What follows belongs to an exercise in optimizing a design on an open flow for small area, a short achievable clock period and few clock cycles per item; a production flow would make more cautious choices.
The RTL was checked by simulation tests, not by an equivalence proof against the original design.
Power and IR drop assume default switching activity.

===== flow/run.sh =====
#!/bin/bash
# Standard layout, with timing repair aiming for a period of about 4.0 ns
# (setup margin 7.5 ns at the design's 11.5 ns clock).
set -euo pipefail
bash standard.sh SETUP_SLACK_MARGIN=7.5 finish > flow.log 2>&1

===== standard.sh =====
#!/bin/bash
# synth_recipe.tcl (not shown) runs the flow's synth.tcl, then flattens the netlist and writes it again
# the make line also repeats each setting of config.mk as NAME=value (left out here)
make -C /OpenROAD-flow-scripts/flow DESIGN_CONFIG=/design/flow/config.mk WORK_HOME=/design/flow/orfs CLKGATE_MAP_FILE= SYNTH_SCRIPT=/design/flow/synth_recipe.tcl "${@:-finish}"

===== config.mk =====
export PLATFORM = sky130hd
export DESIGN_NAME = geofence
export DESIGN_NICKNAME = geofence
export VERILOG_FILES = /design/flow/design.v
export SDC_FILE = /design/flow/constraint.sdc
export NUM_CORES = 4
export LEC_CHECK = 0
export CAP_MARGIN = 20
export CORE_MARGIN = 2
export CORE_UTILIZATION = 35
export SLEW_MARGIN = 20
export SYNTH_HIERARCHICAL = 1
export SYNTH_MINIMUM_KEEP_SIZE = 0

===== constraint.sdc =====
create_clock -name core_clock -period 11.5 [get_ports {clk}]
set_input_delay 2.3000 -clock core_clock [delete_from_list [all_inputs] [get_ports {clk}]]
set_output_delay 2.3000 -clock core_clock [all_outputs]
set_load 0.01 [all_outputs]

===== design.v =====
module geofence (clk, reset, X, Y, valid, is_inside);
input clk;
input reset;
input [9:0] X;
input [9:0] Y;
output valid;
output is_inside;
reg [4:0] k;
reg [9:0] px, py;        
reg [11:0] ms, md;       
reg [21:0] q;            
reg [7:0] sg;            
reg [21:0] sa3, sb4;     
reg [21:0] r, l;         
reg [21:0] w, u;         
reg [7:0] occ;           
reg [7:0] vin, vout;     
reg k7;                  
reg vld, ins;            
reg sur;                 
reg line;                
wire xneg, xpos, yneg, ypos;
wire [9:0] xmag, ymag;
absd a_x (.a(X), .b(px), .neg(xneg), .pos(xpos), .mag(xmag));
absd a_y (.a(Y), .b(py), .neg(yneg), .pos(ypos), .mag(ymag));
wire [11:0] ms1 = ms - 12'd1;
wire [11:0] mdp = md + 12'd1;
wire uneg, un1, wneg, wn1;
sgn3 s_u (.a({2'b0, X}), .b({2'b0, Y}), .c(ms), .s(uneg));
sgn3 s_u1 (.a({2'b0, X}), .b({2'b0, Y}), .c(ms1), .s(un1));
sgn3 s_w (.a({2'b0, Y}), .b(~{2'b0, X}), .c(mdp), .s(wneg));
sgn3 s_w1 (.a({2'b0, Y}), .b(~{2'b0, X}), .c(md), .s(wn1));
wire upos = !un1;
wire wpos = !wn1;
wire [21:0] iq = {xneg, yneg, xmag, ymag};
always @(posedge clk) begin
    q <= iq;
    sg <= {xneg, xpos, yneg, ypos, uneg, upos, wneg, wpos};
end
always @(posedge clk) begin
    if (k == 5'd0) begin
        px <= X;
        py <= Y;
        ms <= 12'd0 - {2'b0, X} - {2'b0, Y};
        md <= {2'b0, X} - {2'b0, Y};
    end
end
wire done = valid;
always @(posedge clk) begin
    if (reset || done)
        k <= 5'd0;
    else
        k <= k + 5'd1;
end
wire ld_r = k == 5'd2 || k == 5'd4 || k == 5'd7 || k == 5'd10 || k == 5'd13;
wire ld_l = k == 5'd5 || k == 5'd8 || k == 5'd11 || k == 5'd14;
reg upd, upd1;           
always @(posedge clk) begin
    upd <= !reset && !done && (k == 5'd3 || k == 5'd6 || k == 5'd9 || k == 5'd12 || k == 5'd15);
    upd1 <= !reset && !done && k == 5'd3;
end
always @(posedge clk) begin
    if (k == 5'd5)
        sa3 <= q;
    else if (k == 5'd7)
        sa3 <= q;
    if (k == 5'd6)
        sb4 <= q;
end
wire gxn = sg[7], gxp = sg[6], gyn = sg[5], gyp = sg[4];
wire gun = sg[3], gup = sg[2], gwn = sg[1], gwp = sg[0];
wire [7:0] cq = {gyn & !gun, !gxn & gun, gxn & !gwp, !gyp & gwp,
                 gyp & !gup, !gxp & gup, gxp & !gwn, !gyn & gwn};
always @(posedge clk) begin
    if (k == 5'd2)
        occ <= cq;
    else
        occ <= occ | cq;
end
wire [7:0] o = occ | cq;
wire [15:0] o2 = {o, o};
reg [7:0] succ, bad, tin, tout, fit;
integer c;
always @(*) begin
    for (c = 0; c < 8; c = c + 1)
        succ[c] = o2[c + 1 +: 3] != 3'd0;
    bad = o & ~succ;
end
wire [15:0] bad2 = {bad, bad};
always @(*) begin
    for (c = 0; c < 8; c = c + 1)
        fit[c] = o2[c + 4 +: 4] == 4'd0;
end
wire [15:0] fit2 = {fit, fit};
always @(*) begin
    for (c = 0; c < 8; c = c + 1) begin
        tin[c] = succ[c] && bad2[c + 1 +: 4] == 4'd0;
        tout[c] = fit2[c + 5 +: 4] != 4'd0;
    end
end
always @(posedge clk) begin
    vin <= tin;
    vout <= tin | tout;
    k7 <= !reset && !done && k == 5'd6;
end
wire wxs = w[21], wys = w[20], uxs = u[21], uys = u[20];
wire [9:0] wxm = w[19:10], wym = w[9:0], uxm = u[19:10], uym = u[9:0];
wire [20:0] ts, tc, te;
xtree tree (.wxm(wxm), .wym(wym), .uxm(uxm), .uym(uym), .s(ts), .c(tc), .e(te));
reg [20:0] xs, xc, xe;   
reg sa, sb, anz, bnz, opp;
always @(posedge clk) begin
    xs <= ts;
    xc <= tc;
    xe <= te;
    sa <= wxs ^ uys;
    sb <= wys ^ uxs;
    anz <= wxm != 10'd0 && uym != 10'd0;
    bnz <= wym != 10'd0 && uxm != 10'd0;
    opp <= (wxm != 10'd0 && uxm != 10'd0 && wxs != uxs) ||
           (wym != 10'd0 && uym != 10'd0 && wys != uys);
end
wire dneg, dz;
signz sz (.a(xs), .b(xc), .c(xe), .neg(dneg), .zero(dz));
wire cn = (sa == sb) ? (sa ? !dneg && !dz : dneg) : (sa && (anz || bnz));
wire cp = (sa == sb) ? (sa ? dneg : !dneg && !dz) : (!sa && (anz || bnz));
reg crn, crp;            
always @(posedge clk) begin
    crn <= cn;
    crp <= cp;
end
wire rn = upd1 ? cn : crn;
wire rp = upd1 ? cp : crp;
reg [21:0] rnx, lnx;
reg surnx, linenx;
always @(*) begin
    rnx = r;
    lnx = l;
    surnx = sur;
    linenx = line;
    if (k == 5'd2) begin
        rnx = q;
        lnx = q;
        surnx = 1'b0;
        linenx = 1'b0;
    end else if (upd && !sur) begin
        if (line) begin
            linenx = 1'b0;
            if (rn) begin
                rnx = l;
                lnx = r;
            end
        end else if (rn && cp) begin
            surnx = 1'b1;
        end else if (!rn && cp) begin
            lnx = u;
        end else if (rn && !cp) begin
            rnx = u;
        end else if (!rn && !rp && !cn && !cp && opp) begin
            lnx = u;
            linenx = 1'b1;
        end
    end
end
always @(posedge clk) begin
    r <= rnx;
    l <= lnx;
    sur <= surnx;
    line <= linenx;
end
always @(posedge clk) begin
    if (ld_r)
        w <= rnx;
    else if (ld_l)
        w <= l;
    case (k)
    5'd2: u <= iq;
    5'd4: u <= q;
    5'd7: u <= sa3;
    5'd10: u <= sb4;
    5'd13: u <= sa3;
    default: ;
    endcase
end
wire q_valid = k7 && (cq & vout) != 8'd0;
wire q_in = k7 && (cq & vin) != 8'd0;
always @(posedge clk) begin
    if (reset || done) begin
        vld <= 1'b0;
        ins <= 1'b0;
    end else begin
        vld <= (k >= 5'd7 && surnx) || k == 5'd16;
        ins <= k >= 5'd7 && surnx;
    end
end
assign valid = vld || q_valid;
assign is_inside = ins || q_in;
endmodule
module sgn3 (a, b, c, s);
input [11:0] a, b, c;
output s;
wire [11:0] t = a + b + c;
assign s = t[11];
endmodule
module absd (a, b, neg, pos, mag);
input [9:0] a, b;
output neg, pos;
output [9:0] mag;
wire [10:0] d = {1'b0, a} - {1'b0, b};
wire [10:0] n = {1'b0, b} - {1'b0, a};
assign neg = d[10];
assign pos = n[10];
assign mag = neg ? n[9:0] : d[9:0];
endmodule
module signz (a, b, c, neg, zero);
input [20:0] a, b, c;
output neg, zero;
wire [20:0] s = a ^ b ^ c;
wire [20:0] k = {(a[19:0] & b[19:0]) | (a[19:0] & c[19:0]) | (b[19:0] & c[19:0]), 1'b0};
wire [20:0] cy = {1'b0, s[19:0]} + {1'b0, k[19:0]};
assign neg = s[20] ^ k[20] ^ cy[20];
assign zero = (s ^ k) == {s[19:0] | k[19:0], 1'b0};
endmodule
module xtree (wxm, wym, uxm, uym, s, c, e);
input [9:0] wxm, wym, uxm, uym;
output [20:0] s, c, e;
wire t1 = (wxm[0] & uym[9]) ^ ~(wym[0] & uxm[9]) ^ (wxm[1] & uym[8]);
wire t2 = ((wxm[0] & uym[9]) & ~(wym[0] & uxm[9])) | ((wxm[0] & uym[9]) & (wxm[1] & uym[8])) | (~(wym[0] & uxm[9]) & (wxm[1] & uym[8]));
wire t3 = (wxm[1] & uym[9]) ^ ~(wym[1] & uxm[9]);
wire t4 = (wxm[1] & uym[9]) & ~(wym[1] & uxm[9]);
wire t5 = (wxm[0] & uym[6]) ^ ~(wym[0] & uxm[6]) ^ (wxm[1] & uym[5]);
wire t6 = ((wxm[0] & uym[6]) & ~(wym[0] & uxm[6])) | ((wxm[0] & uym[6]) & (wxm[1] & uym[5])) | (~(wym[0] & uxm[6]) & (wxm[1] & uym[5]));
wire t7 = (wxm[0] & uym[7]) ^ ~(wym[0] & uxm[7]) ^ (wxm[1] & uym[6]);
wire t8 = ((wxm[0] & uym[7]) & ~(wym[0] & uxm[7])) | ((wxm[0] & uym[7]) & (wxm[1] & uym[6])) | (~(wym[0] & uxm[7]) & (wxm[1] & uym[6]));
wire t9 = ~(wym[1] & uxm[6]) ^ (wxm[2] & uym[5]) ^ ~(wym[2] & uxm[5]);
wire t10 = (~(wym[1] & uxm[6]) & (wxm[2] & uym[5])) | (~(wym[1] & uxm[6]) & ~(wym[2] & uxm[5])) | ((wxm[2] & uym[5]) & ~(wym[2] & uxm[5]));
wire t11 = (wxm[3] & uym[4]) ^ ~(wym[3] & uxm[4]);
wire t12 = (wxm[3] & uym[4]) & ~(wym[3] & uxm[4]);
wire t13 = (wxm[0] & uym[8]) ^ ~(wym[0] & uxm[8]) ^ (wxm[1] & uym[7]);
wire t14 = ((wxm[0] & uym[8]) & ~(wym[0] & uxm[8])) | ((wxm[0] & uym[8]) & (wxm[1] & uym[7])) | (~(wym[0] & uxm[8]) & (wxm[1] & uym[7]));
wire t15 = ~(wym[1] & uxm[7]) ^ (wxm[2] & uym[6]) ^ ~(wym[2] & uxm[6]);
wire t16 = (~(wym[1] & uxm[7]) & (wxm[2] & uym[6])) | (~(wym[1] & uxm[7]) & ~(wym[2] & uxm[6])) | ((wxm[2] & uym[6]) & ~(wym[2] & uxm[6]));
wire t17 = (wxm[3] & uym[5]) ^ ~(wym[3] & uxm[5]) ^ (wxm[4] & uym[4]);
wire t18 = ((wxm[3] & uym[5]) & ~(wym[3] & uxm[5])) | ((wxm[3] & uym[5]) & (wxm[4] & uym[4])) | (~(wym[3] & uxm[5]) & (wxm[4] & uym[4]));
wire t19 = ~(wym[4] & uxm[4]) ^ (wxm[5] & uym[3]) ^ ~(wym[5] & uxm[3]);
wire t20 = (~(wym[4] & uxm[4]) & (wxm[5] & uym[3])) | (~(wym[4] & uxm[4]) & ~(wym[5] & uxm[3])) | ((wxm[5] & uym[3]) & ~(wym[5] & uxm[3]));
wire t21 = (wxm[6] & uym[2]) ^ ~(wym[6] & uxm[2]);
wire t22 = (wxm[6] & uym[2]) & ~(wym[6] & uxm[2]);
wire t23 = ~(wym[1] & uxm[8]) ^ (wxm[2] & uym[7]) ^ ~(wym[2] & uxm[7]);
wire t24 = (~(wym[1] & uxm[8]) & (wxm[2] & uym[7])) | (~(wym[1] & uxm[8]) & ~(wym[2] & uxm[7])) | ((wxm[2] & uym[7]) & ~(wym[2] & uxm[7]));
wire t25 = (wxm[3] & uym[6]) ^ ~(wym[3] & uxm[6]) ^ (wxm[4] & uym[5]);
wire t26 = ((wxm[3] & uym[6]) & ~(wym[3] & uxm[6])) | ((wxm[3] & uym[6]) & (wxm[4] & uym[5])) | (~(wym[3] & uxm[6]) & (wxm[4] & uym[5]));
wire t27 = ~(wym[4] & uxm[5]) ^ (wxm[5] & uym[4]) ^ ~(wym[5] & uxm[4]);
wire t28 = (~(wym[4] & uxm[5]) & (wxm[5] & uym[4])) | (~(wym[4] & uxm[5]) & ~(wym[5] & uxm[4])) | ((wxm[5] & uym[4]) & ~(wym[5] & uxm[4]));
wire t29 = (wxm[6] & uym[3]) ^ ~(wym[6] & uxm[3]) ^ (wxm[7] & uym[2]);
wire t30 = ((wxm[6] & uym[3]) & ~(wym[6] & uxm[3])) | ((wxm[6] & uym[3]) & (wxm[7] & uym[2])) | (~(wym[6] & uxm[3]) & (wxm[7] & uym[2]));
wire t31 = ~(wym[7] & uxm[2]) ^ (wxm[8] & uym[1]) ^ ~(wym[8] & uxm[1]);
wire t32 = (~(wym[7] & uxm[2]) & (wxm[8] & uym[1])) | (~(wym[7] & uxm[2]) & ~(wym[8] & uxm[1])) | ((wxm[8] & uym[1]) & ~(wym[8] & uxm[1]));
wire t33 = (wxm[9] & uym[0]) ^ ~(wym[9] & uxm[0]);
wire t34 = (wxm[9] & uym[0]) & ~(wym[9] & uxm[0]);
wire t35 = (wxm[2] & uym[8]) ^ ~(wym[2] & uxm[8]) ^ (wxm[3] & uym[7]);
wire t36 = ((wxm[2] & uym[8]) & ~(wym[2] & uxm[8])) | ((wxm[2] & uym[8]) & (wxm[3] & uym[7])) | (~(wym[2] & uxm[8]) & (wxm[3] & uym[7]));
wire t37 = ~(wym[3] & uxm[7]) ^ (wxm[4] & uym[6]) ^ ~(wym[4] & uxm[6]);
wire t38 = (~(wym[3] & uxm[7]) & (wxm[4] & uym[6])) | (~(wym[3] & uxm[7]) & ~(wym[4] & uxm[6])) | ((wxm[4] & uym[6]) & ~(wym[4] & uxm[6]));
wire t39 = (wxm[5] & uym[5]) ^ ~(wym[5] & uxm[5]) ^ (wxm[6] & uym[4]);
wire t40 = ((wxm[5] & uym[5]) & ~(wym[5] & uxm[5])) | ((wxm[5] & uym[5]) & (wxm[6] & uym[4])) | (~(wym[5] & uxm[5]) & (wxm[6] & uym[4]));
wire t41 = ~(wym[6] & uxm[4]) ^ (wxm[7] & uym[3]) ^ ~(wym[7] & uxm[3]);
wire t42 = (~(wym[6] & uxm[4]) & (wxm[7] & uym[3])) | (~(wym[6] & uxm[4]) & ~(wym[7] & uxm[3])) | ((wxm[7] & uym[3]) & ~(wym[7] & uxm[3]));
wire t43 = (wxm[8] & uym[2]) ^ ~(wym[8] & uxm[2]) ^ (wxm[9] & uym[1]);
wire t44 = ((wxm[8] & uym[2]) & ~(wym[8] & uxm[2])) | ((wxm[8] & uym[2]) & (wxm[9] & uym[1])) | (~(wym[8] & uxm[2]) & (wxm[9] & uym[1]));
wire t45 = ~(wym[9] & uxm[1]) ^ 1'b1 ^ t2;
wire t46 = (~(wym[9] & uxm[1]) & 1'b1) | (~(wym[9] & uxm[1]) & t2) | (1'b1 & t2);
wire t47 = (wxm[2] & uym[9]) ^ ~(wym[2] & uxm[9]) ^ (wxm[3] & uym[8]);
wire t48 = ((wxm[2] & uym[9]) & ~(wym[2] & uxm[9])) | ((wxm[2] & uym[9]) & (wxm[3] & uym[8])) | (~(wym[2] & uxm[9]) & (wxm[3] & uym[8]));
wire t49 = ~(wym[3] & uxm[8]) ^ (wxm[4] & uym[7]) ^ ~(wym[4] & uxm[7]);
wire t50 = (~(wym[3] & uxm[8]) & (wxm[4] & uym[7])) | (~(wym[3] & uxm[8]) & ~(wym[4] & uxm[7])) | ((wxm[4] & uym[7]) & ~(wym[4] & uxm[7]));
wire t51 = (wxm[5] & uym[6]) ^ ~(wym[5] & uxm[6]) ^ (wxm[6] & uym[5]);
wire t52 = ((wxm[5] & uym[6]) & ~(wym[5] & uxm[6])) | ((wxm[5] & uym[6]) & (wxm[6] & uym[5])) | (~(wym[5] & uxm[6]) & (wxm[6] & uym[5]));
wire t53 = ~(wym[6] & uxm[5]) ^ (wxm[7] & uym[4]) ^ ~(wym[7] & uxm[4]);
wire t54 = (~(wym[6] & uxm[5]) & (wxm[7] & uym[4])) | (~(wym[6] & uxm[5]) & ~(wym[7] & uxm[4])) | ((wxm[7] & uym[4]) & ~(wym[7] & uxm[4]));
wire t55 = (wxm[8] & uym[3]) ^ ~(wym[8] & uxm[3]) ^ (wxm[9] & uym[2]);
wire t56 = ((wxm[8] & uym[3]) & ~(wym[8] & uxm[3])) | ((wxm[8] & uym[3]) & (wxm[9] & uym[2])) | (~(wym[8] & uxm[3]) & (wxm[9] & uym[2]));
wire t57 = (wxm[3] & uym[9]) ^ ~(wym[3] & uxm[9]) ^ (wxm[4] & uym[8]);
wire t58 = ((wxm[3] & uym[9]) & ~(wym[3] & uxm[9])) | ((wxm[3] & uym[9]) & (wxm[4] & uym[8])) | (~(wym[3] & uxm[9]) & (wxm[4] & uym[8]));
wire t59 = ~(wym[4] & uxm[8]) ^ (wxm[5] & uym[7]) ^ ~(wym[5] & uxm[7]);
wire t60 = (~(wym[4] & uxm[8]) & (wxm[5] & uym[7])) | (~(wym[4] & uxm[8]) & ~(wym[5] & uxm[7])) | ((wxm[5] & uym[7]) & ~(wym[5] & uxm[7]));
wire t61 = (wxm[6] & uym[6]) ^ ~(wym[6] & uxm[6]) ^ (wxm[7] & uym[5]);
wire t62 = ((wxm[6] & uym[6]) & ~(wym[6] & uxm[6])) | ((wxm[6] & uym[6]) & (wxm[7] & uym[5])) | (~(wym[6] & uxm[6]) & (wxm[7] & uym[5]));
wire t63 = (wxm[4] & uym[9]) ^ ~(wym[4] & uxm[9]) ^ (wxm[5] & uym[8]);
wire t64 = ((wxm[4] & uym[9]) & ~(wym[4] & uxm[9])) | ((wxm[4] & uym[9]) & (wxm[5] & uym[8])) | (~(wym[4] & uxm[9]) & (wxm[5] & uym[8]));
wire t65 = (wxm[0] & uym[4]) ^ ~(wym[0] & uxm[4]) ^ (wxm[1] & uym[3]);
wire t66 = ((wxm[0] & uym[4]) & ~(wym[0] & uxm[4])) | ((wxm[0] & uym[4]) & (wxm[1] & uym[3])) | (~(wym[0] & uxm[4]) & (wxm[1] & uym[3]));
wire t67 = (wxm[0] & uym[5]) ^ ~(wym[0] & uxm[5]) ^ (wxm[1] & uym[4]);
wire t68 = ((wxm[0] & uym[5]) & ~(wym[0] & uxm[5])) | ((wxm[0] & uym[5]) & (wxm[1] & uym[4])) | (~(wym[0] & uxm[5]) & (wxm[1] & uym[4]));
wire t69 = ~(wym[1] & uxm[4]) ^ (wxm[2] & uym[3]) ^ ~(wym[2] & uxm[3]);
wire t70 = (~(wym[1] & uxm[4]) & (wxm[2] & uym[3])) | (~(wym[1] & uxm[4]) & ~(wym[2] & uxm[3])) | ((wxm[2] & uym[3]) & ~(wym[2] & uxm[3]));
wire t71 = (wxm[3] & uym[2]) ^ ~(wym[3] & uxm[2]);
wire t72 = (wxm[3] & uym[2]) & ~(wym[3] & uxm[2]);
wire t73 = ~(wym[1] & uxm[5]) ^ (wxm[2] & uym[4]) ^ ~(wym[2] & uxm[4]);
wire t74 = (~(wym[1] & uxm[5]) & (wxm[2] & uym[4])) | (~(wym[1] & uxm[5]) & ~(wym[2] & uxm[4])) | ((wxm[2] & uym[4]) & ~(wym[2] & uxm[4]));
wire t75 = (wxm[3] & uym[3]) ^ ~(wym[3] & uxm[3]) ^ (wxm[4] & uym[2]);
wire t76 = ((wxm[3] & uym[3]) & ~(wym[3] & uxm[3])) | ((wxm[3] & uym[3]) & (wxm[4] & uym[2])) | (~(wym[3] & uxm[3]) & (wxm[4] & uym[2]));
wire t77 = ~(wym[4] & uxm[2]) ^ (wxm[5] & uym[1]) ^ ~(wym[5] & uxm[1]);
wire t78 = (~(wym[4] & uxm[2]) & (wxm[5] & uym[1])) | (~(wym[4] & uxm[2]) & ~(wym[5] & uxm[1])) | ((wxm[5] & uym[1]) & ~(wym[5] & uxm[1]));
wire t79 = (wxm[6] & uym[0]) ^ ~(wym[6] & uxm[0]);
wire t80 = (wxm[6] & uym[0]) & ~(wym[6] & uxm[0]);
wire t81 = (wxm[4] & uym[3]) ^ ~(wym[4] & uxm[3]) ^ (wxm[5] & uym[2]);
wire t82 = ((wxm[4] & uym[3]) & ~(wym[4] & uxm[3])) | ((wxm[4] & uym[3]) & (wxm[5] & uym[2])) | (~(wym[4] & uxm[3]) & (wxm[5] & uym[2]));
wire t83 = ~(wym[5] & uxm[2]) ^ (wxm[6] & uym[1]) ^ ~(wym[6] & uxm[1]);
wire t84 = (~(wym[5] & uxm[2]) & (wxm[6] & uym[1])) | (~(wym[5] & uxm[2]) & ~(wym[6] & uxm[1])) | ((wxm[6] & uym[1]) & ~(wym[6] & uxm[1]));
wire t85 = (wxm[7] & uym[0]) ^ ~(wym[7] & uxm[0]) ^ 1'b1;
wire t86 = ((wxm[7] & uym[0]) & ~(wym[7] & uxm[0])) | ((wxm[7] & uym[0]) & 1'b1) | (~(wym[7] & uxm[0]) & 1'b1);
wire t87 = t6 ^ t7 ^ t9;
wire t88 = (t6 & t7) | (t6 & t9) | (t7 & t9);
wire t89 = (wxm[7] & uym[1]) ^ ~(wym[7] & uxm[1]) ^ (wxm[8] & uym[0]);
wire t90 = ((wxm[7] & uym[1]) & ~(wym[7] & uxm[1])) | ((wxm[7] & uym[1]) & (wxm[8] & uym[0])) | (~(wym[7] & uxm[1]) & (wxm[8] & uym[0]));
wire t91 = ~(wym[8] & uxm[0]) ^ 1'b1 ^ t8;
wire t92 = (~(wym[8] & uxm[0]) & 1'b1) | (~(wym[8] & uxm[0]) & t8) | (1'b1 & t8);
wire t93 = t10 ^ t12 ^ t13;
wire t94 = (t10 & t12) | (t10 & t13) | (t12 & t13);
wire t95 = t15 ^ t17 ^ t19;
wire t96 = (t15 & t17) | (t15 & t19) | (t17 & t19);
wire t97 = 1'b1 ^ t1 ^ t14;
wire t98 = (1'b1 & t1) | (1'b1 & t14) | (t1 & t14);
wire t99 = t16 ^ t18 ^ t20;
wire t100 = (t16 & t18) | (t16 & t20) | (t18 & t20);
wire t101 = t22 ^ t23 ^ t25;
wire t102 = (t22 & t23) | (t22 & t25) | (t23 & t25);
wire t103 = t27 ^ t29 ^ t31;
wire t104 = (t27 & t29) | (t27 & t31) | (t29 & t31);
wire t105 = t3 ^ t24 ^ t26;
wire t106 = (t3 & t24) | (t3 & t26) | (t24 & t26);
wire t107 = t28 ^ t30 ^ t32;
wire t108 = (t28 & t30) | (t28 & t32) | (t30 & t32);
wire t109 = t34 ^ t35 ^ t37;
wire t110 = (t34 & t35) | (t34 & t37) | (t35 & t37);
wire t111 = t39 ^ t41 ^ t43;
wire t112 = (t39 & t41) | (t39 & t43) | (t41 & t43);
wire t113 = ~(wym[9] & uxm[2]) ^ t4 ^ t36;
wire t114 = (~(wym[9] & uxm[2]) & t4) | (~(wym[9] & uxm[2]) & t36) | (t4 & t36);
wire t115 = t38 ^ t40 ^ t42;
wire t116 = (t38 & t40) | (t38 & t42) | (t40 & t42);
wire t117 = t44 ^ t46 ^ t47;
wire t118 = (t44 & t46) | (t44 & t47) | (t46 & t47);
wire t119 = t49 ^ t51 ^ t53;
wire t120 = (t49 & t51) | (t49 & t53) | (t51 & t53);
wire t121 = ~(wym[7] & uxm[5]) ^ (wxm[8] & uym[4]) ^ ~(wym[8] & uxm[4]);
wire t122 = (~(wym[7] & uxm[5]) & (wxm[8] & uym[4])) | (~(wym[7] & uxm[5]) & ~(wym[8] & uxm[4])) | ((wxm[8] & uym[4]) & ~(wym[8] & uxm[4]));
wire t123 = (wxm[9] & uym[3]) ^ ~(wym[9] & uxm[3]) ^ t48;
wire t124 = ((wxm[9] & uym[3]) & ~(wym[9] & uxm[3])) | ((wxm[9] & uym[3]) & t48) | (~(wym[9] & uxm[3]) & t48);
wire t125 = t50 ^ t52 ^ t54;
wire t126 = (t50 & t52) | (t50 & t54) | (t52 & t54);
wire t127 = t56 ^ t57 ^ t59;
wire t128 = (t56 & t57) | (t56 & t59) | (t57 & t59);
wire t129 = ~(wym[5] & uxm[8]) ^ (wxm[6] & uym[7]) ^ ~(wym[6] & uxm[7]);
wire t130 = (~(wym[5] & uxm[8]) & (wxm[6] & uym[7])) | (~(wym[5] & uxm[8]) & ~(wym[6] & uxm[7])) | ((wxm[6] & uym[7]) & ~(wym[6] & uxm[7]));
wire t131 = (wxm[7] & uym[6]) ^ ~(wym[7] & uxm[6]) ^ (wxm[8] & uym[5]);
wire t132 = ((wxm[7] & uym[6]) & ~(wym[7] & uxm[6])) | ((wxm[7] & uym[6]) & (wxm[8] & uym[5])) | (~(wym[7] & uxm[6]) & (wxm[8] & uym[5]));
wire t133 = ~(wym[8] & uxm[5]) ^ (wxm[9] & uym[4]) ^ ~(wym[9] & uxm[4]);
wire t134 = (~(wym[8] & uxm[5]) & (wxm[9] & uym[4])) | (~(wym[8] & uxm[5]) & ~(wym[9] & uxm[4])) | ((wxm[9] & uym[4]) & ~(wym[9] & uxm[4]));
wire t135 = t58 ^ t60 ^ t62;
wire t136 = (t58 & t60) | (t58 & t62) | (t60 & t62);
wire t137 = (wxm[5] & uym[9]) ^ ~(wym[5] & uxm[9]) ^ (wxm[6] & uym[8]);
wire t138 = ((wxm[5] & uym[9]) & ~(wym[5] & uxm[9])) | ((wxm[5] & uym[9]) & (wxm[6] & uym[8])) | (~(wym[5] & uxm[9]) & (wxm[6] & uym[8]));
wire t139 = ~(wym[6] & uxm[8]) ^ (wxm[7] & uym[7]) ^ ~(wym[7] & uxm[7]);
wire t140 = (~(wym[6] & uxm[8]) & (wxm[7] & uym[7])) | (~(wym[6] & uxm[8]) & ~(wym[7] & uxm[7])) | ((wxm[7] & uym[7]) & ~(wym[7] & uxm[7]));
wire t141 = (wxm[8] & uym[6]) ^ ~(wym[8] & uxm[6]) ^ (wxm[9] & uym[5]);
wire t142 = ((wxm[8] & uym[6]) & ~(wym[8] & uxm[6])) | ((wxm[8] & uym[6]) & (wxm[9] & uym[5])) | (~(wym[8] & uxm[6]) & (wxm[9] & uym[5]));
wire t143 = (wxm[6] & uym[9]) ^ ~(wym[6] & uxm[9]) ^ (wxm[7] & uym[8]);
wire t144 = ((wxm[6] & uym[9]) & ~(wym[6] & uxm[9])) | ((wxm[6] & uym[9]) & (wxm[7] & uym[8])) | (~(wym[6] & uxm[9]) & (wxm[7] & uym[8]));
wire t145 = (wxm[0] & uym[2]) ^ ~(wym[0] & uxm[2]);
wire t146 = (wxm[0] & uym[2]) & ~(wym[0] & uxm[2]);
wire t147 = (wxm[0] & uym[3]) ^ ~(wym[0] & uxm[3]) ^ (wxm[1] & uym[2]);
wire t148 = ((wxm[0] & uym[3]) & ~(wym[0] & uxm[3])) | ((wxm[0] & uym[3]) & (wxm[1] & uym[2])) | (~(wym[0] & uxm[3]) & (wxm[1] & uym[2]));
wire t149 = ~(wym[1] & uxm[2]) ^ (wxm[2] & uym[1]) ^ ~(wym[2] & uxm[1]);
wire t150 = (~(wym[1] & uxm[2]) & (wxm[2] & uym[1])) | (~(wym[1] & uxm[2]) & ~(wym[2] & uxm[1])) | ((wxm[2] & uym[1]) & ~(wym[2] & uxm[1]));
wire t151 = ~(wym[1] & uxm[3]) ^ (wxm[2] & uym[2]) ^ ~(wym[2] & uxm[2]);
wire t152 = (~(wym[1] & uxm[3]) & (wxm[2] & uym[2])) | (~(wym[1] & uxm[3]) & ~(wym[2] & uxm[2])) | ((wxm[2] & uym[2]) & ~(wym[2] & uxm[2]));
wire t153 = (wxm[3] & uym[1]) ^ ~(wym[3] & uxm[1]) ^ (wxm[4] & uym[0]);
wire t154 = ((wxm[3] & uym[1]) & ~(wym[3] & uxm[1])) | ((wxm[3] & uym[1]) & (wxm[4] & uym[0])) | (~(wym[3] & uxm[1]) & (wxm[4] & uym[0]));
wire t155 = ~(wym[4] & uxm[0]) ^ 1'b1;
wire t156 = ~(wym[4] & uxm[0]) & 1'b1;
wire t157 = (wxm[4] & uym[1]) ^ ~(wym[4] & uxm[1]) ^ (wxm[5] & uym[0]);
wire t158 = ((wxm[4] & uym[1]) & ~(wym[4] & uxm[1])) | ((wxm[4] & uym[1]) & (wxm[5] & uym[0])) | (~(wym[4] & uxm[1]) & (wxm[5] & uym[0]));
wire t159 = ~(wym[5] & uxm[0]) ^ 1'b1 ^ t66;
wire t160 = (~(wym[5] & uxm[0]) & 1'b1) | (~(wym[5] & uxm[0]) & t66) | (1'b1 & t66);
wire t161 = t67 ^ t69 ^ t71;
wire t162 = (t67 & t69) | (t67 & t71) | (t69 & t71);
wire t163 = 1'b1 ^ t5 ^ t68;
wire t164 = (1'b1 & t5) | (1'b1 & t68) | (t5 & t68);
wire t165 = t70 ^ t72 ^ t73;
wire t166 = (t70 & t72) | (t70 & t73) | (t72 & t73);
wire t167 = t75 ^ t77 ^ t79;
wire t168 = (t75 & t77) | (t75 & t79) | (t77 & t79);
wire t169 = t11 ^ t74 ^ t76;
wire t170 = (t11 & t74) | (t11 & t76) | (t74 & t76);
wire t171 = t78 ^ t80 ^ t81;
wire t172 = (t78 & t80) | (t78 & t81) | (t80 & t81);
wire t173 = t83 ^ t85 ^ t87;
wire t174 = (t83 & t85) | (t83 & t87) | (t85 & t87);
wire t175 = t21 ^ t82 ^ t84;
wire t176 = (t21 & t82) | (t21 & t84) | (t82 & t84);
wire t177 = t86 ^ t88 ^ t89;
wire t178 = (t86 & t88) | (t86 & t89) | (t88 & t89);
wire t179 = t91 ^ t93 ^ t95;
wire t180 = (t91 & t93) | (t91 & t95) | (t93 & t95);
wire t181 = t33 ^ t90 ^ t92;
wire t182 = (t33 & t90) | (t33 & t92) | (t90 & t92);
wire t183 = t94 ^ t96 ^ t97;
wire t184 = (t94 & t96) | (t94 & t97) | (t96 & t97);
wire t185 = t99 ^ t101 ^ t103;
wire t186 = (t99 & t101) | (t99 & t103) | (t101 & t103);
wire t187 = t45 ^ t98 ^ t100;
wire t188 = (t45 & t98) | (t45 & t100) | (t98 & t100);
wire t189 = t102 ^ t104 ^ t105;
wire t190 = (t102 & t104) | (t102 & t105) | (t104 & t105);
wire t191 = t107 ^ t109 ^ t111;
wire t192 = (t107 & t109) | (t107 & t111) | (t109 & t111);
wire t193 = t55 ^ t106 ^ t108;
wire t194 = (t55 & t106) | (t55 & t108) | (t106 & t108);
wire t195 = t110 ^ t112 ^ t113;
wire t196 = (t110 & t112) | (t110 & t113) | (t112 & t113);
wire t197 = t115 ^ t117 ^ t119;
wire t198 = (t115 & t117) | (t115 & t119) | (t117 & t119);
wire t199 = t61 ^ t114 ^ t116;
wire t200 = (t61 & t114) | (t61 & t116) | (t114 & t116);
wire t201 = t118 ^ t120 ^ t121;
wire t202 = (t118 & t120) | (t118 & t121) | (t120 & t121);
wire t203 = t123 ^ t125 ^ t127;
wire t204 = (t123 & t125) | (t123 & t127) | (t125 & t127);
wire t205 = t63 ^ t122 ^ t124;
wire t206 = (t63 & t122) | (t63 & t124) | (t122 & t124);
wire t207 = t126 ^ t128 ^ t129;
wire t208 = (t126 & t128) | (t126 & t129) | (t128 & t129);
wire t209 = t131 ^ t133 ^ t135;
wire t210 = (t131 & t133) | (t131 & t135) | (t133 & t135);
wire t211 = ~(wym[9] & uxm[5]) ^ t64 ^ t130;
wire t212 = (~(wym[9] & uxm[5]) & t64) | (~(wym[9] & uxm[5]) & t130) | (t64 & t130);
wire t213 = t132 ^ t134 ^ t136;
wire t214 = (t132 & t134) | (t132 & t136) | (t134 & t136);
wire t215 = t137 ^ t139 ^ t141;
wire t216 = (t137 & t139) | (t137 & t141) | (t139 & t141);
wire t217 = ~(wym[7] & uxm[8]) ^ (wxm[8] & uym[7]) ^ ~(wym[8] & uxm[7]);
wire t218 = (~(wym[7] & uxm[8]) & (wxm[8] & uym[7])) | (~(wym[7] & uxm[8]) & ~(wym[8] & uxm[7])) | ((wxm[8] & uym[7]) & ~(wym[8] & uxm[7]));
wire t219 = (wxm[9] & uym[6]) ^ ~(wym[9] & uxm[6]) ^ t138;
wire t220 = ((wxm[9] & uym[6]) & ~(wym[9] & uxm[6])) | ((wxm[9] & uym[6]) & t138) | (~(wym[9] & uxm[6]) & t138);
wire t221 = t140 ^ t142 ^ t143;
wire t222 = (t140 & t142) | (t140 & t143) | (t142 & t143);
wire t223 = (wxm[7] & uym[9]) ^ ~(wym[7] & uxm[9]) ^ (wxm[8] & uym[8]);
wire t224 = ((wxm[7] & uym[9]) & ~(wym[7] & uxm[9])) | ((wxm[7] & uym[9]) & (wxm[8] & uym[8])) | (~(wym[7] & uxm[9]) & (wxm[8] & uym[8]));
wire t225 = ~(wym[8] & uxm[8]) ^ (wxm[9] & uym[7]) ^ ~(wym[9] & uxm[7]);
wire t226 = (~(wym[8] & uxm[8]) & (wxm[9] & uym[7])) | (~(wym[8] & uxm[8]) & ~(wym[9] & uxm[7])) | ((wxm[9] & uym[7]) & ~(wym[9] & uxm[7]));
wire t227 = (wxm[0] & uym[1]) ^ ~(wym[0] & uxm[1]);
wire t228 = (wxm[0] & uym[1]) & ~(wym[0] & uxm[1]);
wire t229 = (wxm[1] & uym[1]) ^ ~(wym[1] & uxm[1]) ^ (wxm[2] & uym[0]);
wire t230 = ((wxm[1] & uym[1]) & ~(wym[1] & uxm[1])) | ((wxm[1] & uym[1]) & (wxm[2] & uym[0])) | (~(wym[1] & uxm[1]) & (wxm[2] & uym[0]));
wire t231 = ~(wym[2] & uxm[0]) ^ 1'b1;
wire t232 = ~(wym[2] & uxm[0]) & 1'b1;
wire t233 = (wxm[3] & uym[0]) ^ ~(wym[3] & uxm[0]) ^ 1'b1;
wire t234 = ((wxm[3] & uym[0]) & ~(wym[3] & uxm[0])) | ((wxm[3] & uym[0]) & 1'b1) | (~(wym[3] & uxm[0]) & 1'b1);
wire t235 = t146 ^ t147 ^ t149;
wire t236 = (t146 & t147) | (t146 & t149) | (t147 & t149);
wire t237 = t65 ^ t148 ^ t150;
wire t238 = (t65 & t148) | (t65 & t150) | (t148 & t150);
wire t239 = t151 ^ t153 ^ t155;
wire t240 = (t151 & t153) | (t151 & t155) | (t153 & t155);
wire t241 = t152 ^ t154 ^ t156;
wire t242 = (t152 & t154) | (t152 & t156) | (t154 & t156);
wire t243 = t157 ^ t159 ^ t161;
wire t244 = (t157 & t159) | (t157 & t161) | (t159 & t161);
wire t245 = t158 ^ t160 ^ t162;
wire t246 = (t158 & t160) | (t158 & t162) | (t160 & t162);
wire t247 = t163 ^ t165 ^ t167;
wire t248 = (t163 & t165) | (t163 & t167) | (t165 & t167);
wire t249 = t164 ^ t166 ^ t168;
wire t250 = (t164 & t166) | (t164 & t168) | (t166 & t168);
wire t251 = t169 ^ t171 ^ t173;
wire t252 = (t169 & t171) | (t169 & t173) | (t171 & t173);
wire t253 = t170 ^ t172 ^ t174;
wire t254 = (t170 & t172) | (t170 & t174) | (t172 & t174);
wire t255 = t175 ^ t177 ^ t179;
wire t256 = (t175 & t177) | (t175 & t179) | (t177 & t179);
wire t257 = t176 ^ t178 ^ t180;
wire t258 = (t176 & t178) | (t176 & t180) | (t178 & t180);
wire t259 = t181 ^ t183 ^ t185;
wire t260 = (t181 & t183) | (t181 & t185) | (t183 & t185);
wire t261 = t182 ^ t184 ^ t186;
wire t262 = (t182 & t184) | (t182 & t186) | (t184 & t186);
wire t263 = t187 ^ t189 ^ t191;
wire t264 = (t187 & t189) | (t187 & t191) | (t189 & t191);
wire t265 = t188 ^ t190 ^ t192;
wire t266 = (t188 & t190) | (t188 & t192) | (t190 & t192);
wire t267 = t193 ^ t195 ^ t197;
wire t268 = (t193 & t195) | (t193 & t197) | (t195 & t197);
wire t269 = t194 ^ t196 ^ t198;
wire t270 = (t194 & t196) | (t194 & t198) | (t196 & t198);
wire t271 = t199 ^ t201 ^ t203;
wire t272 = (t199 & t201) | (t199 & t203) | (t201 & t203);
wire t273 = t200 ^ t202 ^ t204;
wire t274 = (t200 & t202) | (t200 & t204) | (t202 & t204);
wire t275 = t205 ^ t207 ^ t209;
wire t276 = (t205 & t207) | (t205 & t209) | (t207 & t209);
wire t277 = t206 ^ t208 ^ t210;
wire t278 = (t206 & t208) | (t206 & t210) | (t208 & t210);
wire t279 = t211 ^ t213 ^ t215;
wire t280 = (t211 & t213) | (t211 & t215) | (t213 & t215);
wire t281 = t212 ^ t214 ^ t216;
wire t282 = (t212 & t214) | (t212 & t216) | (t214 & t216);
wire t283 = t217 ^ t219 ^ t221;
wire t284 = (t217 & t219) | (t217 & t221) | (t219 & t221);
wire t285 = t144 ^ t218 ^ t220;
wire t286 = (t144 & t218) | (t144 & t220) | (t218 & t220);
wire t287 = t222 ^ t223 ^ t225;
wire t288 = (t222 & t223) | (t222 & t225) | (t223 & t225);
wire t289 = (wxm[8] & uym[9]) ^ ~(wym[8] & uxm[9]) ^ (wxm[9] & uym[8]);
wire t290 = ((wxm[8] & uym[9]) & ~(wym[8] & uxm[9])) | ((wxm[8] & uym[9]) & (wxm[9] & uym[8])) | (~(wym[8] & uxm[9]) & (wxm[9] & uym[8]));
wire t291 = ~(wym[9] & uxm[8]) ^ t224 ^ t226;
wire t292 = (~(wym[9] & uxm[8]) & t224) | (~(wym[9] & uxm[8]) & t226) | (t224 & t226);
wire t293 = (wxm[1] & uym[0]) ^ ~(wym[1] & uxm[0]);
wire t294 = (wxm[1] & uym[0]) & ~(wym[1] & uxm[0]);
wire t295 = t145 ^ t228 ^ t229;
wire t296 = (t145 & t228) | (t145 & t229) | (t228 & t229);
wire t297 = t230 ^ t232 ^ t233;
wire t298 = (t230 & t232) | (t230 & t233) | (t232 & t233);
wire t299 = t234 ^ t236 ^ t237;
wire t300 = (t234 & t236) | (t234 & t237) | (t236 & t237);
wire t301 = t238 ^ t240 ^ t241;
wire t302 = (t238 & t240) | (t238 & t241) | (t240 & t241);
wire t303 = t242 ^ t244 ^ t245;
wire t304 = (t242 & t244) | (t242 & t245) | (t244 & t245);
wire t305 = t246 ^ t248 ^ t249;
wire t306 = (t246 & t248) | (t246 & t249) | (t248 & t249);
wire t307 = t250 ^ t252 ^ t253;
wire t308 = (t250 & t252) | (t250 & t253) | (t252 & t253);
wire t309 = t254 ^ t256 ^ t257;
wire t310 = (t254 & t256) | (t254 & t257) | (t256 & t257);
wire t311 = t258 ^ t260 ^ t261;
wire t312 = (t258 & t260) | (t258 & t261) | (t260 & t261);
wire t313 = t262 ^ t264 ^ t265;
wire t314 = (t262 & t264) | (t262 & t265) | (t264 & t265);
wire t315 = t266 ^ t268 ^ t269;
wire t316 = (t266 & t268) | (t266 & t269) | (t268 & t269);
wire t317 = t270 ^ t272 ^ t273;
wire t318 = (t270 & t272) | (t270 & t273) | (t272 & t273);
wire t319 = t274 ^ t276 ^ t277;
wire t320 = (t274 & t276) | (t274 & t277) | (t276 & t277);
wire t321 = t278 ^ t280 ^ t281;
wire t322 = (t278 & t280) | (t278 & t281) | (t280 & t281);
wire t323 = t282 ^ t284 ^ t285;
wire t324 = (t282 & t284) | (t282 & t285) | (t284 & t285);
wire t325 = t286 ^ t288 ^ t289;
wire t326 = (t286 & t288) | (t286 & t289) | (t288 & t289);
wire t327 = (wxm[9] & uym[9]) ^ ~(wym[9] & uxm[9]) ^ t290;
wire t328 = ((wxm[9] & uym[9]) & ~(wym[9] & uxm[9])) | ((wxm[9] & uym[9]) & t290) | (~(wym[9] & uxm[9]) & t290);
assign s[0] = (wxm[0] & uym[0]);
assign c[0] = ~(wym[0] & uxm[0]);
assign e[0] = 1'b1;
assign s[1] = 1'b1;
assign c[1] = t227;
assign e[1] = t293;
assign s[2] = t231;
assign c[2] = t294;
assign e[2] = t295;
assign s[3] = t235;
assign c[3] = t296;
assign e[3] = t297;
assign s[4] = t239;
assign c[4] = t298;
assign e[4] = t299;
assign s[5] = t243;
assign c[5] = t300;
assign e[5] = t301;
assign s[6] = t247;
assign c[6] = t302;
assign e[6] = t303;
assign s[7] = t251;
assign c[7] = t304;
assign e[7] = t305;
assign s[8] = t255;
assign c[8] = t306;
assign e[8] = t307;
assign s[9] = t259;
assign c[9] = t308;
assign e[9] = t309;
assign s[10] = t263;
assign c[10] = t310;
assign e[10] = t311;
assign s[11] = t267;
assign c[11] = t312;
assign e[11] = t313;
assign s[12] = t271;
assign c[12] = t314;
assign e[12] = t315;
assign s[13] = t275;
assign c[13] = t316;
assign e[13] = t317;
assign s[14] = t279;
assign c[14] = t318;
assign e[14] = t319;
assign s[15] = t283;
assign c[15] = t320;
assign e[15] = t321;
assign s[16] = t287;
assign c[16] = t322;
assign e[16] = t323;
assign s[17] = t291;
assign c[17] = t324;
assign e[17] = t325;
assign s[18] = t292;
assign c[18] = t326;
assign e[18] = t327;
assign s[19] = t328;
assign c[19] = 1'b0;
assign e[19] = 1'b0;
assign s[20] = 1'b1;
assign c[20] = 1'b0;
assign e[20] = 1'b0;
endmodule

==> summary.md, run 1 <==
| Metric | Value |
|---|---|
| Status | `no timing/DRC/antenna violations` |
| DRC | `0` |
| Number of vias per cell | `5.045` |
| Hold buffers post-CTS | `0` |
| FF+latch count, synth | `308` |
| RSZ-0062 raised after global routing | `yes` |
| Nets | `2,694` |
| FF-to-FF path depth | `16` |
| F_max | `224.6 MHz` |
| Synth Flop Type | `dfxtp_1` |
| Final Hold Viols | `0` |
| DPL Wire Length | `40,220 um` |
| Setup TNS | `0 ns` |
| IO buf count | `23` |
| Area Growth Syn to Fin | `16.72%` |
| Largest vdd supply drop | `0.1109 mV` |
| Synth Cell Area | `23,300 um2` |
| Pwr Density | `240.1 nW/um2` |
| Static leakage | `11.71 nW` |
| Hold-critical path depth | `1` |
| Placed Cells | `3,041` |
| Die ar. | `68,670 um2` |
| Total Power | `6.530 mW` |
| Skew final | `0.02847 ns` |
| Sequential share of the synthesized area | `32.99%` |
| Post-DRT Antenna Nets | `0` |
| Cell taking the most area after synthesis | `edfxtp_1` |
| Worst path arrival time | `4.71 ns` |
| I/O pin count | `24` |
| Critical Path Start Type | `flip-flop` |
| Area occupied by multi-input gates | `14,650 um2` |
| Layout cell share with drive strength beyond 1 | `18.47%` |
| Synth cell types | `80` |
| # diodes | `0` |
| Slew Limit Fails | `0` |
| Core Footprint | `65,860 um2` |
| Largest cells by area after synthesis | `edfxtp_1 (20%), fa_1 (18%), dfxtp_1 (13%)` |
| Wire length of the first global-routing pass | `93,450 um` |
| Synth async-reset ratio | `0%` |
| Synth top area share | `19.59%` |
| EDFF count, synth | `152` |
| First-pass DRT Iterations | `5` |
| CTS buffer count | `37` |
| Routability cong. | `0.8853` |
| CTS sink cnt | `308` |
| Die X | `262.0 um` |
| CTS max path bufs | `3` |
| Max Cap Viol | `0` |
| Worst-path clk slew | `0.06 ns` |
| R2R Setup Slk | `7.05 ns` |
| Die Height | `262.0 um` |
| Routed length per placed instance | `18.15 um` |
| H-tree levels | `2` |
| Initial antenna violation count | `0` |
| Crit Path Max Fanout | `5` |
| Clock latency on the worst-skew pair | `0.56 ns` |
| Post-route cell area | `27,200 um2` |
| Reg-to-Reg Start | `xc[12]` |
| Initial Util | `35.38%` |
| Final core occ | `41.30%` |
| Row count | `94` |
| Clock root buffer master | `clkbuf_16` |
| Post-Synthesis Cells | `2,261` |
| DR iter-0 viols | `1,090` |
| Total Routing Usage GR | `17.22%` |
| Period Utilization, post-route | `38.72%` |
| Vias in the first global route | `17,410` |
| Slew margin rel. | `28.35%` |
| Critical Path RT | `11.76 ns` |
| Post-Syn Area per Cell | `10.31 um2` |
| Post-layout min period | `4.453 ns` |
| CTS tree | `built` |
| DP Area | `24,190 um2` |
| Largest net degree at the start of global routing | `45` |
| WS Path Type | `reg -> reg` |
| Hold Crit Class | `reg -> reg` |
| Worst slew pin tran | `1.074 ns` |
| Ys Warns | `7` |
| Final setup vio count | `0` |
| Fillers | `6,328` |
| Global route overflow | `0` |
| Reg-to-reg endpoint | `l[21]` |
| Routed wire length | `57,930 um` |
| Vias | `16,100` |
| HP Start | `occ[5]` |
| Critical Path Sink Type | `flip-flop` |
| Hold EP | `occ[5]` |
| FF/Latch Area | `7705 um2` |
| Fin cells | `3,192` |
[power by group]
part	total, mW	internal [mW]	switching [mW]
sequential	1.80	1.52	0.278
combinational	3.55	1.67	1.88
clock	1.18	0.701	0.484
total	6.53	3.89	2.64
[critical path, stage by stage (launching register included)]
cell and delay, ns:
dfxtp_1 0.32, fa_1 0.51, ha_4 0.31, nand4_4 0.12, nor4_4 0.40, or4b_4 0.56
nand3_4 0.14, xor2_4 0.24, inv_2 0.07, o31a_4 0.33, a21oi_4 0.23, buf_12 0.14
buf_6 0.10, buf_6 0.09, o21ai_4 0.09, o21ai_4 0.28, clkbuf_16 0.22
[Yosys stat by module (local to each module, per instance)]
module	area [um2]	times used	flops+latches	cells inside
signz	1431	1	0	153
xtree	5330	1	0	583
geofence	12640	1	308	1063
sgn3	521.8	4	0	55
absd	909.6	2	0	121
[through the flow]
step / hold WS, ns / worst slack (ns)
finish: 0.4649 / 7.047
global placement: 0.4372 / 5.916
global route: 0.4877 / 6.940
detailed placement: 0.4454 / 5.851
floorplan: 0.4273 / 6.938
CTS: 0.4589 / 7.044
[synth_stat cells (all sizes together), types with 5 or more instances]
| master | n |
|---|---|
| inv | 340 |
| nand2b | 6 |
| a31oi | 11 |
| nand2 | 218 |
| nor3 | 23 |
| dfxtp | 156 |
| mux2 | 26 |
| fa | 212 |
| nand4 | 12 |
| o21ai | 83 |
| a211o | 21 |
| a22oi | 10 |
| a22o | 24 |
| nor3b | 6 |
| and3 | 15 |
| a311oi | 6 |
| nand3 | 37 |
| a21o | 32 |
| nor2 | 110 |
| xnor2 | 54 |
| ha | 161 |
| a221o | 22 |
| a211oi | 5 |
| mux2i | 58 |
| and2 | 102 |
| nor4 | 16 |
| buf | 101 |
| clkbuf | 40 |
| edfxtp | 152 |
| o211ai | 26 |
| nor2b | 20 |
| xor2 | 47 |
| or2 | 6 |
| a21oi | 48 |
| o21bai | 5 |
[state kept, by name, indices dropped and copies added (netlist names), 12 cells and up]
| name | count |
|---|---|
| l | 22 |
| ms | 12 |
| xc | 21 |
| sa3 | 22 |
| u | 22 |
| r | 22 |
| sb4 | 22 |
| xs | 21 |
| w | 22 |
| xe | 21 |
| q | 21 |
[placed cells by master (no fill, tap or decap), types with 7 or more instances in the layout]
cell type,count
edfxtp_1,152
mux2i_1,52
a22o_1,24
nand2_2,7
o211ai_2,20
fa_1,202
and2_1,97
a21o_1,28
mux2_4,23
nand4_1,10
conb_1,23
a31oi_1,9
a22oi_2,8
ha_4,25
and3_1,11
buf_6,17
clkinvlp_4,7
inv_2,7
nor2_1,103
nand3_1,34
nor2b_4,9
buf_12,15
ha_2,7
nand2_1,211
fa_2,10
ha_1,129
buf_4,76
nor4_1,13
xor2_1,44
a221o_1,22
clkbuf_16,42
nor3_1,18
o21ai_0,72
a211o_1,21
xnor2_1,50
inv_1,324
dfxtp_1,148
nor2b_1,10
a21oi_1,41
clkbuf_1,8
[area by class of cell]
| type | count | area share, % |
|---|---|---|
| timing repair buffer | 117 | 4.411 |
| tap | 864 | 3.974 |
| clock inverter | 15 | 0.4646 |
| sequential | 308 | 28.33 |
| multi-input combinational | 1495 | 53.87 |
| inverter | 340 | 4.867 |
| clock buffer | 53 | 4.085 |
[cells by family after synthesis]
logic type	count (synthesis)	synth area share, %
AND/OR/NAND/NOR	580	12.01
buffers and inverters	481	9.530
adder cells (fa/ha/maj)	373	26.85
AO/OA/AOI/OAI	329	10.82
flip-flops	308	32.99
XOR/XNOR	101	3.860
multiplexers	85	3.876
other	4	0.06441
[repair_timing]
action,in CTS,in global routing
gates cloned,5,1
setup buffers,61,16
gates resized for setup,275,80
pin swaps,89,51
endpoints found under the setup margin,137,106
[how the worst max path moves through the flow]
stage	slack [ns]	to	start
floorplan	6.94	u[12]	X[0]
global placement	5.92	u[2]	Y[1]
detailed placement	5.85	u[12]	X[2]
CTS	7.04	w[1]	xe[16]
global route	6.94	w[21]	xe[13]
finish	7.05	l[21]	xc[12]
[layer usage]
metal	track usage, %	vias up	share of wire, %
li1	-	7485	-
met2	31.15	382	51
met5	0	-	0
met4	5.242	0	2.9
met3	2.498	109	3.9
met1	21.08	8127	42
Testbench counts, summed over its fixed seeds: cycles 15,151, items 1,600.
==> inputs of run 2 (changes only) <==
==> flow/run.sh (replaced) <==
#!/bin/bash
# Standard layout, with timing repair aiming for a period of about 4.3 ns
# (setup margin 7.2 ns at the design's 11.5 ns clock).
set -euo pipefail
bash standard.sh SETUP_SLACK_MARGIN=7.2 finish > flow.log 2>&1
==> run 2 against run 1 <==
Critical endpoint is now w[15]. Clock power decreased by 5%. Highest routed layer unchanged. Maximum frequency increased by 1.3%. Sequential power about the same. First-iteration DRC count about the same. Synthesized area unchanged. Largest cell class unchanged.
==> summary.md, run 2 <==
| Metric | Value |
|---|---|
| Worst slew pin tran | `1.091 ns (+0.01781 ns)` |
| Initial antenna violation count | `0 (unchanged)` |
| # diodes | `0 (unchanged)` |
| Post-route cell area | `26,230 um2 (-3.6%)` |
| Worst path top cell family by delay | `compound AO/OA/AOI/OAI gates` |
| Vias | `15,920 (-1.2%)` |
| Simple logic cell fraction of the synthesized area | `12.01% (unchanged)` |
| Number of vias per cell | `5.046 (about the same)` |
| Adder-Cell Fraction of Synth Area | `26.85% (unchanged)` |
| Largest vdd supply drop | `0.1466 mV (+32%)` |
| Clock latency on the worst-skew pair | `0.56 ns (about the same)` |
| Pwr Density | `247.4 nW/um2 (+3.1%)` |
| Slew margin rel. | `27.16% (-1.2 points)` |
| Fin cells | `3,154 (-1.2%)` |
| Synth Cell Area | `23,300 um2 (unchanged)` |
| Post-Syn Area per Cell | `10.31 um2 (unchanged)` |
| Initial Util | `35.38% (unchanged)` |
| Row count | `94 (unchanged)` |
| Sequential share of the synthesized area | `32.99% (unchanged)` |
| Critical Path Sink Type | `flip-flop` |
| Mux contribution to synthesized area | `3.876% (unchanged)` |
| DP Area | `23,930 um2 (-1.1%)` |
| Fillers | `6,304 (-0.38%)` |
| DPL Wire Length | `40,430 um (+0.52%)` |
| Post-DRT Antenna Nets | `0 (unchanged)` |
| Static leakage | `11.45 nW (-2.2%)` |
| Most frequent CP cell | `buf_12` |
| Nets | `2,659 (-1.3%)` |
| H-tree levels | `2 (unchanged)` |
| First-pass DRT Iterations | `5 (unchanged)` |
| Largest cells by area after synthesis | `edfxtp_1 (20%), fa_1 (18%), dfxtp_1 (13%)` |
| DRC | `0 (unchanged)` |
| Worst-path clk slew | `0.06 ns (about the same)` |
| Routed wire length | `56,510 um (-2.4%)` |
| Final Hold Viols | `0 (unchanged)` |
| Total Routing Usage GR | `16.74% (-0.48 points)` |
| Period Utilization, post-route | `38.24% (-0.48 points)` |
| FF+latch count, synth | `308 (unchanged)` |
| Largest family of logic cells by synthesized area | `adder cells` |
| Post-Synthesis Cells | `2,261 (unchanged)` |
| Synth Flop Type | `dfxtp_1` |
| Status | `no timing/DRC/antenna violations` |
| Skew final | `0.02737 ns (-0.001102 ns)` |
| Die X | `262.0 um (unchanged)` |
| Vias in the first global route | `16,980 (-2.5%)` |
| Synth Area in Compound Gates | `10.82% (unchanged)` |
| F_max | `227.4 MHz (+1.3%)` |
| Synth async-reset ratio | `0% (unchanged)` |
| Synth top cells by count | `inv_1 (339), nand2_1 (217), fa_1 (212)` |
| Wire length of the first global-routing pass | `91,080 um (-2.5%)` |
| Worst path arrival time | `4.78 ns (+0.07 ns)` |
| Hold Crit Class | `reg -> reg` |
| CTS tree | `built` |
| DR WL met2 | `28,200 um (-4.1%)` |
| Ys Warns | `7 (unchanged)` |
| Area Growth Syn to Fin | `12.57%` |
| CTS buffer count | `35 (-5.4%)` |
| Global route overflow | `0 (unchanged)` |
| Max Used Layer | `met4` |
| CTS sink cnt | `308 (unchanged)` |
| Synth cell types | `80 (unchanged)` |
| DR iter-0 viols | `1,089 (-0.092%)` |
| Crit Path Max Fanout | `5 (unchanged)` |
| Final core occ | `39.83% (-1.5 points)` |
| Final setup vio count | `0 (unchanged)` |
| DR WL met3 | `2365 um (+3.8%)` |
| CP bufs+invs | `4 (-1)` |
| Largest net degree at the start of global routing | `45 (unchanged)` |
| Max Cap Viol | `0 (unchanged)` |
| Post-layout min period | `4.397 ns (-0.05522 ns)` |
| IO buf count | `23 (unchanged)` |
| Xor/xnor cell area share of the yosys netlist | `3.860% (unchanged)` |
| Slew Limit Fails | `0 (unchanged)` |
| Min Hold Slack | `0.4524 ns (-0.01251 ns)` |
| WS Path Type | `reg -> reg` |
| Commonest non-fill, non-tap cell in the layout | `inv_1` |
| Most frequent cells in the layout | `inv_1 (334), nand2_1 (216), fa_1 (204)` |
| Core Footprint | `65,860 um2 (unchanged)` |
| Setup TNS | `0 ns (unchanged)` |
| Synth top area share | `19.59% (unchanged)` |
| Critical path's slowest cell | `fa_1` |
| Critical Path Start Type | `flip-flop` |
| Die ar. | `68,670 um2 (unchanged)` |
| I/O pin count | `24 (unchanged)` |
| Critical Path RT | `11.88 ns (+0.12 ns)` |
| Die Height | `262.0 um (unchanged)` |
| Routability cong. | `0.8707 (-1.6%)` |
| CTS max path bufs | `3 (unchanged)` |
| CP cell instances | `fa_1 > ha_4 > a21oi_1 > o21ai_0 > a222oi_1 > nand3_4 > xor2_4 > buf_6 > or4_4 > o311ai_4 > a211oi_4 > buf_12 > buf_12 > clkbuf_16 > mux2i_1 > a211o_1 > o211ai_2` |
| Placed Cells | `3,039 (-0.066%)` |
| CP max stage delay | `0.61 ns (+0.05 ns)` |
| Clock root buffer master | `clkbuf_16` |
| EDFF count, synth | `152 (unchanged)` |
| Layout cell share with drive strength beyond 1 | `13.32% (-5.2 points)` |
| Cell taking the most area after synthesis | `edfxtp_1` |
| Count leader, synth | `inv_1` |
| Hold buffers post-CTS | `0 (unchanged)` |
| Routed length per placed instance | `17.92 um (-1.3%)` |
| DRT met1 WL | `23,690 um (-3.6%)` |
| RSZ-0062 raised after global routing | `yes` |
-- run 2: kinds of logic (layout without fill, tap and decap cells) --
kind of cell / count (synthesis) / count (layout)
XOR/XNOR: 101 / 101
flip-flops: 308 / 308
buffers and inverters: 481 / 489
multiplexers: 85 / 85
AND/OR/NAND/NOR: 580 / 581
AO/OA/AOI/OAI: 329 / 330
adder cells (fa/ha/maj): 373 / 373
other: 4 / 23
-- run 2: layout make-up --
cell class                      instances  area [um2]  share of cell area [%]
Clock buffer                           45       974.7                   3.715
Clock inverter                         18       168.9                  0.6439
Inverter                              340        1291                   4.922
Multi-Input combinational cell       1493       14070                   53.65
Sequential cell                       308        7706                   29.37
Tap cell                              864        1081                   4.121
Timing Repair Buffer                   86       937.1                   3.572
-- run 2: routing by layer --
metal  GRT usage (%)  vias to the layer above
li1                -                     7394
met1           20.45                     7981
met2           29.69                      418
met3           2.527                      122
met4           6.356                        0
met5               0                        -
-- run 2: Yosys stat by module (local to each module, per instance) --
module | area, um2 | flip-flops and latches | copies in the design
xtree | 5330 | 0 | 1
sgn3 | 521.8 | 0 | 4
signz | 1431 | 0 | 1
absd | 909.6 | 0 | 2
geofence | 12640 | 308 | 1
-- run 2: what timing repair did --
item / 4_1_cts / 5_1_grt
buffers inserted: 36 / 7
gates cloned: 8 / 1
gates resized for setup: 193 / 64
endpoints found under the setup margin: 129 / 79
pin swaps: 44 / 35
-- run 2: report_power, final --
part / switching, mW / internal [mW]
combinational: 1.87 / 1.70
sequential: 0.284 / 1.52
clock: 0.471 / 0.650
total: 2.63 / 3.87
-- run 2: metrics by stage --
| step | worst slack (ns) | power, mW |
|---|---|---|
| CTS | 7.085 | 6.378 |
| global route | 6.946 | 7.063 |
| floorplan | 6.938 | 4.433 |
| finish | 7.103 | 6.491 |
| global placement | 5.951 | 4.556 |
| detailed placement | 5.921 | 4.690 |
-- run 2: worst paths after layout --
| path | cells past startpoint | slack (ns) | start | end |
|---|---|---|---|---|
| setup / recovery | 17 | 7.10 | xe[9] | w[15] |
| hold / removal | 1 | 0.45 | occ[1] | occ[1] |
| setup reg to reg | 17 | 7.10 | xe[9] | w[15] |
| hold reg to reg | 1 | 0.45 | occ[1] | occ[1] |

-- separate check: timing with driven ports --
No port has a modelled driver above. Below, the same layouts with a new extraction and two added sets of constraints.
Step 1: set_driving_cell puts a clkbuf_16 on clk and a buf_2 on each other input, an assumption about the parent block.
Step 2 moves the port delays by t, midway between the first and last clock arrival at a register: inputs arrive t later, outputs are due t later. That takes back most of the time a late clock gives input paths.
a / b / c = ideal / step 1 / step 2; a / b = the first two.
run | shift t [ns] | setup WS [ns] | clock arrival spread, ns | worst data-port slew with drivers (ns)
run 1 | 0.601 | 7.047 / 7.047 / 6.752 | 0.030 / 0.030 | 0.09
run 2 | 0.599 | 7.103 / 7.103 / 6.710 | 0.027 / 0.027 | 0.07
After both steps every run listed still meets setup and hold. For run 2, which loses most, drivers alone change the setup slack by 0.000 ns; drivers and shift together by -0.393 ns.
